Background: an optimization exercise with open tools, aiming at small area, a short achievable clock period and few clock cycles per item. Do not read the settings as production practice.
Only simulation tests tie the RTL to the original design; equivalence was not proved.

**flow/config.mk**
```make
export PLATFORM = sky130hd
export DESIGN_NAME = Det
export DESIGN_NICKNAME = Det
export VERILOG_FILES = /design/flow/design.v
export SDC_FILE = /design/flow/constraint.sdc
export NUM_CORES = 4
export LEC_CHECK = 0
export CAP_MARGIN = 20
export CORE_MARGIN = 2
export CORE_UTILIZATION = 40
export SLEW_MARGIN = 20
```
**flow/constraint.sdc**
```tcl
create_clock -name core_clock -period 15.0 [get_ports {clock}]
set_input_delay 3.0000 -clock core_clock [delete_from_list [all_inputs] [get_ports {clock}]]
set_output_delay 3.0000 -clock core_clock [all_outputs]
set_load 0.01 [all_outputs]
```
**flow/design.v**
```verilog
module Det (clock, reset,go,readAddress, writeAddress,
	    WE,readbus,writebus,overflow,finished);
	input clock;
	input reset;
	input go;
	input 	   [31:0] 	readbus;         
	output reg [31:0]	writebus;  	     
	output reg [6:0] 	readAddress; 	 
	output     [6:0]	writeAddress; 	 
	output reg WE;
	output     overflow; 	 
	output reg finished;	 
    localparam WRITE_ADDRESS_POSITION = 7'd14;
    localparam COUNTER_INIT_VALUE     = 3'd4;
    reg [2:0] counter;   
    reg signed  [15:0] A, B, C;
    wire signed [31:0] BC, subtrahend, minuend, diff;
    reg signed  [31:0] FnMinusOne, FnMinusTwo;
    reg [2:0]  state;
    localparam WAIT          = 0;
    localparam ODD_A         = 1;    
    localparam ODD_B         = 2;    
    localparam EVEN_A        = 3;    
    localparam EVEN_B        = 4;    
    localparam WRITE_TO_SRAM = 5;
    localparam DONE          = 6;
    assign writeAddress = WRITE_ADDRESS_POSITION;
    always@(posedge clock) begin
        if(!reset) begin
            state       <= WAIT;
            WE          <= 0;
            finished    <= 0;
            readAddress <= 0;
        end
        else begin
            case(state)
                WAIT, DONE: begin
                    WE          <= 0;
                    finished    <= 0;
                    readAddress <= 0;
                    A           <= 0;
                    B           <= 0;
                    C           <= 0;
                    FnMinusOne  <= 1;
                    FnMinusTwo  <= 0;
                    counter     <= COUNTER_INIT_VALUE;
                    if(go) state <= ODD_A;
                    else   state <= WAIT;
                end
                ODD_A: begin
                    A           <= readbus[31:16];
                    state       <= ODD_B;
                end
                ODD_B: begin
                    B           <= readbus[15:0];
                    FnMinusOne  <= diff;
                    FnMinusTwo  <= FnMinusOne;
                    readAddress <= readAddress + 1;
                    state       <= EVEN_A;
                end
                EVEN_A: begin
                    C           <= readbus[31:16];
                    A           <= readbus[15:0];
                    readAddress <= readAddress + 1;
                    state       <= EVEN_B;
                end
                EVEN_B: begin
                    B           <= readbus[31:16];
                    C           <= readbus[15:0];
                    FnMinusOne  <= diff;
                    FnMinusTwo  <= FnMinusOne;
                    readAddress <= readAddress + 1;
                    counter     <= counter - 1;
                    if (counter == 0) begin
                        writebus <= diff;
                        WE       <= 1;
                        state    <= WRITE_TO_SRAM;
                    end
                    else begin
                        state    <= ODD_A;
                    end
                end
                WRITE_TO_SRAM: begin
                    WE       <= 0;
                    finished <= 1;
                    state    <= DONE;
                end
                default: state <= WAIT;
            endcase
        end
    end
    assign BC           = B * C;
    assign minuend      = FnMinusOne * A;
    assign subtrahend   = BC * FnMinusTwo;
    assign diff         = minuend - subtrahend;
    assign overflow     = 0;
endmodule
```
**flow/run.sh**
```bash
#!/bin/bash
# synth_recipe.tcl (not shown) runs the flow's synth.tcl, then flattens the netlist and writes it again
# the make line also repeats each setting of config.mk as NAME=value (left out here)
make -C /OpenROAD-flow-scripts/flow DESIGN_CONFIG=/design/flow/config.mk WORK_HOME=/design/flow/orfs CLKGATE_MAP_FILE= SYNTH_SCRIPT=/design/flow/synth_recipe.tcl finish
```
==> notes.md, run 1 <==
- Routability-driven placement finished with a final weighted congestion of 0.891.
- Detailed placement finished with a half-perimeter wire length of 98.2 mm.
- The number of storage elements in the synthesis netlist is 159.
- The count of buffers added on input and output ports is 75.
- The total area inside the core boundary comes to 107,000 µm².
- The number of nets in the finished design is 5,840.
- The final count of hold timing violations is 0.
- The max-slew violation count is 0.
- The source of the worst register-to-register timing path is C[5].
- Along the worst path, the maximum fanout reaches 10.
- The cell count after synthesis is 4,477.
- The total overflow left after global routing is 0.
- The starting DRC count in detailed routing is 1,986.
- The initial utilization of the core area, before any placement, comes to 40.4%.
- The final core utilization is 43.6%.
- The number of cells on the worst reg-to-reg path is 47.
- In this design, the stage delay of the slowest critical-path cell is 0.59 ns.
- CTS built an H-tree with a depth of 4.
- The CTS tree is done.
- For this run, the detailed router's first-pass iteration total came to 8.
- The sum of routed wire length over all layers is 118 mm.
- The number of design rule violations left after detail routing is 0.
- In the synthesized netlist the dominant register cell turns out to be edfxtp_1.
- Entering global routing, the biggest net connects 49 pins.
- The clock tree root buffer cell is clkbuf_16.
- The post-synthesis instance area is 43,400 µm².
- TritonCTS created 17 clock buffers.
- Sequential elements use 10.7% of the synthesized area.
- The number of vias per cell after detailed routing is 5.04.
- The total number of vias is 29,800.
- The die covers 111,000 µm².
- The most common cell type on the critical path is fa_1.
- By count the netlist is led by inv_1, fa_1, nand2_1.
- The path category of the worst min-delay check is reg -> reg.
- The number of different library cells used by synthesis comes to 65.
- After detailed routing, the wire length on met1 is 53.5 mm.
- The startpoint of the most critical setup path is C[5].
- Among all cell types in the netlist, the one instantiated most often is inv_1.
- The async set-or-reset flop fraction in the synthesized netlist is 0%.
- At the later pin of the worst-skew pair, clock insertion delay measures 0.52 ns.
- The post-layout minimum cycle time is 14.46 ns.
- The number of nets with antenna violations after detailed routing is 0.
- Summed over all nets, wire length on met3 after detailed routing comes to 8.91 mm.
- Routed signal wires occupy layers up through met4.
- Setup violations remaining at the end of the flow were counted as 0.
- After routing, the total negative slack on setup checks comes to 0 ns.
- Max-cap violations in this run came to 0.
- In this run the core area contains 120 standard-cell rows.
- For this design, the CTS-stage hold fixing added 0 buffers.
- Data arrives at the worst endpoint at 14.73 ns.
- Relative to the synthesized area, the layout overhead comes to 7.90%.
- The die boundary width is 333 µm.
- The post-synthesis cell type with the largest combined area is fa_1.
- The count of placed standard cells in the final layout, fillers left out is 5,912.
- Sorting the synthesized cells by area gives the leading types as fa_1, edfxtp_1, inv_1.
- The top cell type by area accounts for 47.5% of the synthesized area.
- Headroom to the max-slew limit came out at 30.6%.
- At the worst endpoint, the required time is 15.26 ns.
- Wire segments on met2 add up to 53.9 mm in the final route.
- The number of sinks on the clock net is 159.
- Each instance of the synthesized netlist takes up on average 9.70 µm².
- The number of global-route vias before repair came to 31,400.
- The post-route worst hold slack is 0.499 ns.
- For the pin with the worst max-slew slack, the measured transition is 1.04 ns.
- Counting along the longest clock path gives a buffer depth of 2.
- In this run the vertical extent of the chip is 333 µm.
- The register-to-register setup slack is 0.54 ns.
- 84 I/O pins were placed.
- Clock-pin slew was measured on the worst setup and hold paths at 0.08 ns.
- The number of synthesis warnings is 1.
- The maximum clock skew at final layout is 0.0282 ns.
- The average wire per cell in the routed design is 20.0 µm.
- The layout has 10,400 filler cells.
- The highest attainable clock frequency is 69.1 MHz.
- The worst setup path is captured at a flop.
- The initial antenna violation count is 5.
- The overall track demand over capacity in global routing is 22.1%.
- The capture instance of the worst register-to-register path is FnMinusOne[31].
- The run finished with no timing, DRC or antenna violations.
- The share of post-route cells with drive strength above 1 is 4.33%.
- The startpoint class of the critical path is a flop.
- After layout, the worst path uses 96.4% of the clock period.
- The worst setup path endpoint is FnMinusOne[31].
- The worst-path cell with the longest stage delay is fa_1.
- The number of synthesized flops with an enable pin is 147.
- The wire length of the first global-routing pass is 188 mm.
- Counting tap cells, the placed design contains a total of 5,839 instances.
- By startpoint and endpoint, the worst setup path is classified as reg -> reg.
area by class of cell:
class | instances | area (µm²) | area share (%)
sequential | 159 | 4650 | 9.94
inverter | 1075 | 4040 | 8.62
clock inverter | 11 | 85.1 | 0.182
timing repair buffer | 205 | 1760 | 3.76
tap | 1403 | 1760 | 3.75
multi-input combinational | 3036 | 34000 | 72.7
antenna | 2 | 5.00 | 0.0107
clock buffer | 21 | 493 | 1.05
cells by family (layout without fill, tap and decap cells):
family,after synthesis,count (layout),synth area share (%)
other,2,10,0.0173
buffers and inverters,1288,1312,11.2
adders and majority gates,1312,1312,55.6
xor gates and xnor gates,147,147,3.24
AOI/OAI and AO/OA,212,212,3.50
muxes,3,3,0.0692
and+or+nand+nor,1354,1354,15.6
DFF,159,159,10.7
repair_timing:
action / in CTS / in global routing
hold endpoints to repair: 0 / 0
endpoints found under the setup margin: 0 / 2
buffers inserted: 0 / 39
resized for setup: 0 / 12
critical path: cells and delay by family, from the launching register on:
kind | cells | cell delay [ns]
fa+ha+maj | 16 | 7.81
flops | 1 | 0.58
simple gates | 2 | 0.16
xor+xnor | 14 | 3.42
compound gates | 5 | 1.18
buf+inv | 10 | 1.04
per-layer routing:
layer	up-vias	global-route usage, %
li1	13100	-
met1	15700	32.8
met2	1005	34.3
met3	72	3.59
met4	0	4.26
met5	-	0
state kept, by name, indices dropped and copies added (netlist names):
| signal | cells |
|---|---|
| state | 3 |
| FnMinusOne | 32 |
| WE | 1 |
| finished | 1 |
| writebus | 32 |
| readAddress | 7 |
| FnMinusTwo | 32 |
| A | 16 |
| counter | 3 |
| B | 16 |
| C | 16 |
worst min path at each step:
| stage | start | end | cells after the start |
|---|---|---|---|
| after global routing | WE | WE | 2 |
| after detailed placement | WE | WE | 2 |
| final | finished | finished | 2 |
| after CTS | WE | WE | 2 |
| after floorplan | WE | WE | 2 |
| after global placement | WE | WE | 2 |
cells in the final DEF, fill, tap and decap left out, drive strengths merged, types with 3 or more instances in the layout:
cell type,instances
a21o,32
o21bai,7
o21ai,26
buf,129
xnor2,109
and3,38
nand3,12
o221ai,3
fa,1031
o211ai,3
inv,1083
clkdlybuf4s50,75
nor3,11
and2b,6
conb,8
ha,280
and2,470
xnor3,7
nand2,636
nand2b,32
edfxtp,147
a22o,48
a2111oi,3
a21oi,47
nor2,41
o31a,4
a31oi,8
nor2b,90
clkbuf,22
mux2i,3
or2,5
dfxtp,12
xor2,30
a211oi,6
o21a,7
metrics by stage:
| stage | instance area, µm² | worst slack, ns |
|---|---|---|
| final | 46800 | 0.536 |
| after global routing | 46800 | -0.0100 |
| after CTS | 46500 | 0.270 |
| after detailed placement | 45900 | 0.278 |
| after global placement | 45900 | 0.445 |
| after floorplan | 43400 | 1.30 |
Testbench counts, summed over its fixed seeds: cycles 7,048, dets 320.
==> run 2, diff against run 1 <==
==> flow/design.v (replaced) <==
module Det (clock, reset, go, readAddress, writeAddress,
            WE, readbus, writebus, overflow, finished);
    input clock;
    input reset;
    input go;
    input      [31:0] readbus;
    output     [31:0] writebus;
    output     [6:0]  readAddress;
    output     [6:0]  writeAddress;
    output reg WE;
    output     overflow;
    output reg finished;
    assign writeAddress = 7'd14;
    assign overflow     = 1'b0;
    reg  [3:0] cnt;
    reg        pA, pB, pC;           
    wire       start = (cnt == 4'd0) & go;
    wire       last  = (cnt == 4'd15);
    assign readAddress = {3'd0, cnt};
    always @(posedge clock) begin
        if (!reset) begin
            cnt      <= 4'd0;
            pA       <= 1'b0;
            pB       <= 1'b0;
            pC       <= 1'b0;
            WE       <= 1'b0;
            finished <= 1'b0;
        end else begin
            if (start || cnt != 4'd0) cnt <= cnt + 4'd1;
            pA       <= start | (pC & ~last);
            pB       <= pA;
            pC       <= pB;
            WE       <= last;
            finished <= last;
        end
    end
    reg [31:0] H;
    reg [15:0] G;
    reg [23:0] OP1, OP2;             
    function [23:0] benc;            
        input [15:0] y;
        input        ng;
        integer i;
        reg y0, y1, y2;
        begin
            for (i = 0; i < 8; i = i + 1) begin
                y2 = y[2*i+1];
                y1 = y[2*i];
                y0 = (i == 0) ? 1'b0 : y[2*i-1];
                benc[3*i]   = y1 ^ y0;
                benc[3*i+1] = (y2 & ~y1 & ~y0) | (~y2 & y1 & y0);
                benc[3*i+2] = y2 ^ ng;
            end
        end
    endfunction
    wire ldA = start | pC;           
    always @(posedge clock) begin
        if (!reset) begin
            H <= 32'd0;
        end else begin
            if (ldA) begin
                OP1 <= benc(H[31:16], 1'b0);         
                OP2 <= benc(readbus[15:0], 1'b0);    
                G   <= readbus[31:16];               
                if (last) H <= 32'd0;
            end
            if (pA) begin
                OP1 <= benc(H[15:0], 1'b1);          
                OP2 <= benc(G, 1'b0);                
                H   <= readbus;                      
            end
            if (pB) begin
                OP1 <= benc(H[31:16], 1'b1);         
                OP2 <= benc(H[15:0], 1'b0);          
                H   <= readbus;                      
            end
        end
    end
    reg [31:0] F1, F2, Xb;
    wire [31:0] s1, c1, s2, c2;
    boothtree u1 (.op(OP1), .x(F2), .s(s1), .c(c1));
    boothtree u2 (.op(OP2), .x(F1), .s(s2), .c(c2));
    wire        g   = ~pA;
    wire [31:0] t2s = s2 & {32{g}};
    wire [31:0] t2c = c2 & {32{g}};
    wire [31:0] ua  = s1 ^ c1 ^ t2s;
    wire [31:0] ub  = {((s1 & c1) | (s1 & t2s) | (c1 & t2s)), 1'b0};
    wire [31:0] va  = ua ^ ub ^ t2c;
    wire [31:0] vb  = {((ua & ub) | (ua & t2c) | (ub & t2c)), 1'b0};
    wire [31:0] R1  = va + vb;
    wire [31:0] R2  = s2 + c2;
    assign writebus = F1;
    always @(posedge clock) begin
        if (start) begin
            F1 <= 32'd1;
            F2 <= 32'd0;
        end else begin
            if (pA) begin
                F2 <= R1;
                Xb <= R2;
            end
            if (pB) begin
                F1 <= R1;
                F2 <= Xb;
            end
            if (pC) begin
                F1 <= R1;
                F2 <= F1;
            end
        end
    end
endmodule
module boothtree (op, x, s, c);
    input  [23:0] op;
    input  [31:0] x;
    output [31:0] s, c;
    wire [31:0] r [0:8];
    genvar i;
    generate
        for (i = 0; i < 8; i = i + 1) begin : rows
            wire one = op[3*i];
            wire two = op[3*i+1];
            wire neg = op[3*i+2];
            wire [31:0] m = ({32{one}} & x) | ({32{two}} & {x[30:0], 1'b0});
            wire [31:0] p = (m ^ {32{neg}}) << (2*i);
            if (i == 0) begin : r0
                assign r[0] = p;
            end else begin : rn
                assign r[i] = p | ({31'd0, op[3*(i-1)+2]} << (2*i-2));
            end
        end
    endgenerate
    assign r[8] = {31'd0, op[23]} << 14;
    function [63:0] csa;
        input [31:0] a, b, d;
        begin
            csa[31:0]  = a ^ b ^ d;
            csa[63:32] = {((a & b) | (a & d) | (b & d)), 1'b0};
        end
    endfunction
    wire [63:0] l1a = csa(r[0], r[1], r[2]);
    wire [63:0] l1b = csa(r[3], r[4], r[5]);
    wire [63:0] l1c = csa(r[6], r[7], r[8]);
    wire [63:0] l2a = csa(l1a[31:0], l1a[63:32], l1b[31:0]);
    wire [63:0] l2b = csa(l1b[63:32], l1c[31:0], l1c[63:32]);
    wire [63:0] l3  = csa(l2a[31:0], l2a[63:32], l2b[31:0]);
    wire [63:0] l4  = csa(l3[31:0], l3[63:32], l2b[63:32]);
    assign s = l4[31:0];
    assign c = l4[63:32];
endmodule
==> run 2 against run 1 <==
  * Wire length shrank 26%
  * Count of clock-buffer cells in the layout shrank 3
  * Highest routed layer unchanged
  * Worst hold slack lost 0.019 ns
  * Still clean
  * Sequential cell count grew 41
  * Design area shrank 36%
  * Die area shrank 34%
==> notes.md, run 2 <==
- Summing over every cut layer, the via total after detailed routing is 22,500.
- The number of buffers and inverters on the critical path is 4.
- The wire length of the first global-routing pass is 136 mm.
- The starting density of the core is 40.5%.
- Hold repair after CTS inserted 0 buffers.
- In the post-synthesis netlist, the cell with the most instances is inv_1.
- The setup TNS after final layout is 0 ns.
- Global routing consumed, over all layers together, 23.7% of the routing resources.
- The Yosys step of the flow raised 2 warnings.
- The startpoint class of the critical path is a flop.
- The async set-or-reset flop fraction in the synthesized netlist is 0%.
- The global route total overflow is 0.
- Traced cell by cell, the critical path runs through a22oi_1 > xnor2_1 > fa_1 > inv_1 > fa_1 > inv_1 > fa_1 > inv_1 > fa_1 > or2_2 > fa_1 > inv_1 > fa_1 > ha_1 > a211o_1 > a21oi_1 > o31a_1 > o211ai_1 > o21a_1 > a311oi_2 > xnor2_1 > o31ai_1 > o2bb2ai_1.
- The number of primary I/O pins is 84.
- The maximum number of pins on one net before global-route repair is 76.
- The number of synthesized flops with an enable pin is 96.
- The maximum clock skew at final layout is 0.0172 ns.
- The most critical setup path has its startpoint at OP2[13].
- The count of TritonRoute iterations in the first routing pass is 7.
- The placed instances occupy a cell area of 29,500 µm².
- The worst setup path is captured at a flop.
- Sorting the synthesized cells by area gives the leading types as fa_1, xnor2_1, a22oi_1.
- The remaining max-slew budget at the tightest pin is 26.1%.
- The cell count after synthesis is 3,208.
- The largest individual stage delay along the critical path comes from the cell edfxtp_1.
- The number of sinks on the clock net is 200.
- The tree is rooted in a clkbuf_16.
- The cell count of the worst hold path is 2.
- Port buffering added 72 buffers.
- The largest total area in the synthesized netlist belongs to fa_1.
- The layout overhead on the synthesized area is 5.94%.
- Counting distinct cell types in the post-synthesis netlist gives 69.
- The share of post-route cells with drive strength above 1 is 4.55%.
- At the worst endpoint, the arrival time is 7.83 ns.
- The die boundary width is 271 µm.
- The starting DRC count in detailed routing is 2,252.
- In this run the worst path has a maximum fanout of 23.
- At the end of the flow, the number of nets in the layout was 3,539.
- The CTS buffer count is 17.
- Including well taps, the total number of placed cells is 3,963.
- The met1 routing resource usage after global routing is 32.8%.
- The startpoint identified for the worst register-to-register timing path is OP2[13].
- At the pin with the least slew margin, the transition time is 1.11 ns.
- The final count of hold timing violations is 0.
- The sum of routed wire length over all layers is 87.2 mm.
- The library cell used most frequently in the layout, excluding fill and tap cells, is inv_1.
- In this run the vertical extent of the chip is 271 µm.
- The clock latency of the later-clocked register in the worst-skew pair is 0.47 ns.
- The most instantiated flip-flop cell in the synthesis netlist is dfxtp_1.
- In the layout the commonest cells are inv_1, a22oi_1, xnor2_1.
- Setup violations remaining at the end of the flow were counted as 0.
- The capture instance of the worst register-to-register path is F2[31].
- The post-layout minimum cycle time is 7.44 ns.
- The die covers 73,300 µm².
- The synthesized design contains 200 register bits.
- The most common cell type on the critical path is fa_1.
- In the global route stage, met2 resource usage came out at 39.0%.
- The share of the synthesized area in the top cell type is 22.4%.
- The count of filler cells inserted in the layout is 6,951.
- The initial antenna violation count is 0.
- The highest attainable clock frequency is 134 MHz.
- Setup repair after global routing left no endpoint under its margin.
- The number of standard-cell rows in the floorplan is 97.
- The register-to-register setup slack is 7.56 ns.
- The family of cells with the greatest summed delay on the critical path is adder cells.
- met2 is the most crowded layer.
- In this run the post-CTS setup repair buffer count came out at 0.
- In this run the most critical hold path is launched from F1[9].
- The CTS tree is done.
- The post-route fraction of the period consumed by the critical path is 49.6%.
- The number of violations of the max-capacitance limit is 0.
- Dividing the detail-routed via count by the number of cells gives 5.63.
- The detailed placement HPWL is 63.4 mm.
- The portion of the post-synthesis area used by sequential elements is 17.4%.
- The path type of the worst setup path is reg -> reg.
- In the routed design, unresolved DRC markers number 0.
- After floorplanning, the core was sized to cover 70,300 µm².
- The max-slew violation count is 0.
- After routing the design area is 30,100 µm².
- The count of placed standard cells in the final layout, fillers left out is 3,997.
- The post-synthesis instance area is 28,500 µm².
- The average wire per cell in the routed design is 21.8 µm.
- The run finished with no timing, DRC or antenna violations.
- In the global route stage, met3 resource usage came out at 3.13%.
- In this run the mean area of a mapped cell was 8.87 µm².
- 0 antenna diodes ended up in the layout.
- The path with the worst hold slack has its endpoint at F1[9].
- The clock tree buffer depth is 2.
- The number of gates resized after CTS was 0.
- The number of cells on the worst reg-to-reg path is 23.
- In this run the remaining antenna-violating nets after routing total 0.
- In this design, the stage delay of the slowest critical-path cell is 1.08 ns.
- In this run the worst hold path is classified as reg -> reg.
- Data on the critical path is required at its endpoint by 15.39 ns.
- Clock-pin slew was measured on the worst setup and hold paths at 0.09 ns.
- The number of global-route vias before repair is 22,500.
- After synthesis, the most frequently instantiated cells are inv_1, a22oi_1, xnor2_1.
- The final weighted congestion in routability-driven placement is 0.878.
- The clock tree synthesis step divided the H-tree into 4 levels.
## run 2: cell types whose count changed in the layout (fill, tap and decap cells not counted), moves of 90 or more
cell,previous run,this run
ha_1,280,141
and2_1,470,12
inv_1,1074,450
fa_1,1030,319
dfxtp_1,12,102
nand2_1,635,200
a22oi_1,0,417
xnor2_1,100,407
## run 2: layout make-up
class                   count  area (µm²)  area share, %
clock buffers              18         429           1.42
repair buffers            124        1130           3.74
multi-input cells        2248       20600           68.2
flip-flops and latches    200        4970           16.5
well taps                 940        1180           3.90
inverters                 453        1700           5.64
clock inverters            14         179          0.594
## run 2: how the worst max path moves through the flow
stage / endpoint / slack [ns] / cells after the start
2_1_floorplan: F2[31] / 8.21 / 25
3_3_place_gp: F2[30] / 7.76 / 23
3_5_place_dp: F1[26] / 7.71 / 23
4_1_cts: F2[31] / 7.64 / 23
5_1_grt: F1[26] / 7.26 / 23
6_report: F2[31] / 7.56 / 23
## run 2: kinds of logic after synthesis
kind of cell,synth area share [%]
buf+inv,10.5
compound gates,18.4
xor+xnor,15.6
simple gates,8.15
fa+ha+maj,28.6
flops,17.4
mux,1.21
other cells,0.0264
## run 2: per-stage QoR
step	setup slack, ns	hold slack (ns)	util (%)
after CTS	7.64	0.479	42.9
after global routing	7.26	0.518	42.9
after floorplan	8.21	0.453	-
after global placement	7.76	0.441	42.0
after detailed placement	7.71	0.467	42.0
final	7.56	0.481	42.9
## run 2: worst min-delay path: stages (launching register included)
cell,delay [ns]
dfxtp_1,0.32
nand2_1,0.05
a21oi_1,0.06
## run 2: per-layer routing
layer  share of wire [%]  vias up
met5                   0        -
met4                 2.7        0
met3                 7.3      124
met2                  47      975
met1                  43    11200
li1                    -    10200
Testbench counts of run 2, summed over its fixed seeds: cycles 5,128, dets 320.

## separate check: timing with driven ports
The results above use ideal ports. As a check the final layouts listed here were re-extracted and re-timed, cells and wires unchanged.
Step 1 assumes that a clkbuf_16 drives the clock port and a buf_2 every other input.
Step 2 moves the port delays by t, midway between the first and last clock arrival at a register: inputs arrive t later, outputs are due t later. That takes back most of the time a late clock gives input paths.
a / b / c = no drivers / after step 1 / after step 2; a / b = the first two.
run | t (ns) | setup slack, ns | worst hold slack (ns) | worst setup path at the end
run 1 | 0.564 | 0.536 / 0.536 / 0.536 | 0.499 / 0.499 / 0.499 | register to register
run 2 | 0.522 | 7.564 / 7.564 / 7.564 | 0.481 / 0.481 / 0.481 | register to register
After both steps every run listed still meets setup and hold.
